What follows belongs to an exercise in optimizing a design on an open flow for small area; a production flow would make more cautious choices.
The RTL was checked by simulation tests, not by an equivalence proof against the original design.
Power and IR drop assume default switching activity.

Setup of the reference run:
==> flow/design.v <==
module fifo
#(
    parameter int fifo_depth = 4,
    parameter int fifo_width = 32
)
(
    input logic                    clk,
    input logic                    reset,
    input logic                    push,
    input logic                    pop,
    input logic [fifo_width-1:0]   data_in,
    output logic                   fifo_full,
    output logic                   fifo_empty,
    output logic [fifo_width-1:0]  data_out
);
    logic [fifo_width-1:0] mem0, mem1, mem2, mem3;
    logic [1:0] nsel;
    logic       nonempty;
    logic [3:0] rsel;
    logic do_push, do_pop;
    assign fifo_empty = !nonempty;
    assign fifo_full  = nonempty && (nsel == 2'd0);
    assign do_push = push && !fifo_full;
    assign do_pop  = pop && nonempty;
    always_ff @(posedge clk) begin
        if (do_push) begin
            mem0 <= data_in;
            mem1 <= mem0;
            mem2 <= mem1;
            mem3 <= mem2;
        end
    end
    always_ff @(posedge clk or posedge reset) begin
        if (reset) begin
            nsel     <= 2'd0;
            nonempty <= 1'b0;
        end else begin
            if (do_push && !do_pop) begin
                nsel     <= nsel - 2'd1;
                nonempty <= 1'b1;
            end else if (do_pop && !do_push) begin
                nsel     <= nsel + 2'd1;
                nonempty <= (nsel != 2'd3);
            end
        end
    end
    assign rsel[0] = (nsel == 2'd3);
    assign rsel[1] = (nsel == 2'd2);
    assign rsel[2] = (nsel == 2'd1);
    assign rsel[3] = (nsel == 2'd0);
    for (genvar i = 0; i < fifo_width; i++) begin : g_rd
        fifo_rdbit u_rd (
            .sel(rsel),
            .d({mem3[i], mem2[i], mem1[i], mem0[i]}),
            .q(data_out[i])
        );
    end
endmodule
module fifo_rdbit (
    input  logic [3:0] sel,
    input  logic [3:0] d,
    output logic       q
);
    logic n3, n1;
    fifo_aoi3  u_a (.s(sel[2:0]), .d(d[2:0]), .y(n3));
    fifo_nand2 u_b (.a(sel[3]), .b(d[3]), .y(n1));
    fifo_nand2 u_c (.a(n3), .b(n1), .y(q));
endmodule
module fifo_aoi3 (
    input  logic [2:0] s,
    input  logic [2:0] d,
    output logic       y
);
    assign y = ~|(s & d);
endmodule
module fifo_nand2 (
    input  logic a,
    input  logic b,
    output logic y
);
    assign y = ~(a & b);
endmodule
clock: 5.0 ns
lec_check: 0
cap_margin: 20
core_margin: 2
core_utilization: 40
slew_margin: 20
synth_hierarchical: 1
synth_minimum_keep_size: 0
standard.sh (not shown) runs the stock make flow with config.mk's settings and CLKGATE_MAP_FILE= SYNTH_SCRIPT=/design/flow/synth_recipe.tcl, a recipe that flattens the netlist after the stock synthesis.
==> flow/flow/run.sh <==
#!/bin/bash
# Own layout flow: the standard synthesis and layout, with smaller
# cells for the port buffers and the clock tree, and no dummy clock loads.
set -euo pipefail
WORK=$(pwd)

bash standard.sh synth > "$WORK/make_synth.log" 2>&1

bash standard.sh \
  "BUFFER_PORTS_ARGS=-buffer_cell sky130_fd_sc_hd__buf_1" \
  "CTS_ARGS=-sink_clustering_enable -repair_clock_nets -dont_use_dummy_load -buf_list {sky130_fd_sc_hd__clkbuf_4 sky130_fd_sc_hd__clkbuf_2}" \
  finish > "$WORK/make_finish.log" 2>&1
The inputs of the trial run differ from those of the reference run as listed below.
diff --git a/flow/design.v b/flow/design.v
--- a/flow/design.v
+++ b/flow/design.v
@@ -28,22 +28,21 @@
             mem1 <= mem0;
             mem2 <= mem1;
             mem3 <= mem2;
         end
     end
+    logic chg, up;
+    assign chg = do_push ^ do_pop;
+    assign up  = do_pop;
     always_ff @(posedge clk or posedge reset) begin
         if (reset) begin
             nsel     <= 2'd0;
             nonempty <= 1'b0;
-        end else begin
-            if (do_push && !do_pop) begin
-                nsel     <= nsel - 2'd1;
-                nonempty <= 1'b1;
-            end else if (do_pop && !do_push) begin
-                nsel     <= nsel + 2'd1;
-                nonempty <= (nsel != 2'd3);
-            end
+        end else if (chg) begin
+            nsel[0]  <= !nsel[0];
+            nsel[1]  <= nsel[1] ^ (up ~^ nsel[0]);
+            nonempty <= !(up && nsel == 2'd3);
         end
     end
     assign rsel[0] = (nsel == 2'd3);
     assign rsel[1] = (nsel == 2'd2);
     assign rsel[2] = (nsel == 2'd1);
[summary]
- The lower met2 layer usage reported by global route came out of the trial run.
- Relative to the reference run, the synthesized-area fraction occupied by ao, oa, aoi and oai cells of the trial run is higher by 0.71 points.
- Delta (the trial run minus the reference run): chip width level; multi-input logic cell count now larger.
- Between the reference run and the trial run, the flow reports static leakage decreasing by a few percent.
- | hold slack | the trial run vs the reference run | ≈ equal |
- Looking at cell with the biggest individual delay on the critical path, the sky130_fd_sc_hd__nor2_4 result is from the trial run; the sky130_fd_sc_hd__dfrtp_1 one comes from the reference run.

==> afterwards: timing with drivers on the ports <==
In the flow no input, the clock included, has a driving cell. The finished layouts below were timed again as built, in two steps. Step 1: set_driving_cell puts a clkbuf_16 on clk and a buf_2 on each other input, an assumption about the parent block. Step 2 moves the port delays by t, midway between the first and last clock arrival at a register: inputs arrive t later, outputs are due t later. That takes back most of the time a late clock gives input paths. Three values: ideal ports, drivers, drivers and shift; two values: the first two.
run	shift t [ns]	slack for setup (ns)	latest minus earliest clock arrival (ns)	slew at the worst register clock pin (ns)
the reference run	0.520	1.694 / 1.663 / 2.184	0.025 / 0.025	0.10 / 0.10
the trial run	0.495	1.551 / 1.520 / 2.015	0.034 / 0.034	0.11 / 0.11
After both steps setup and hold are still met in every run listed.
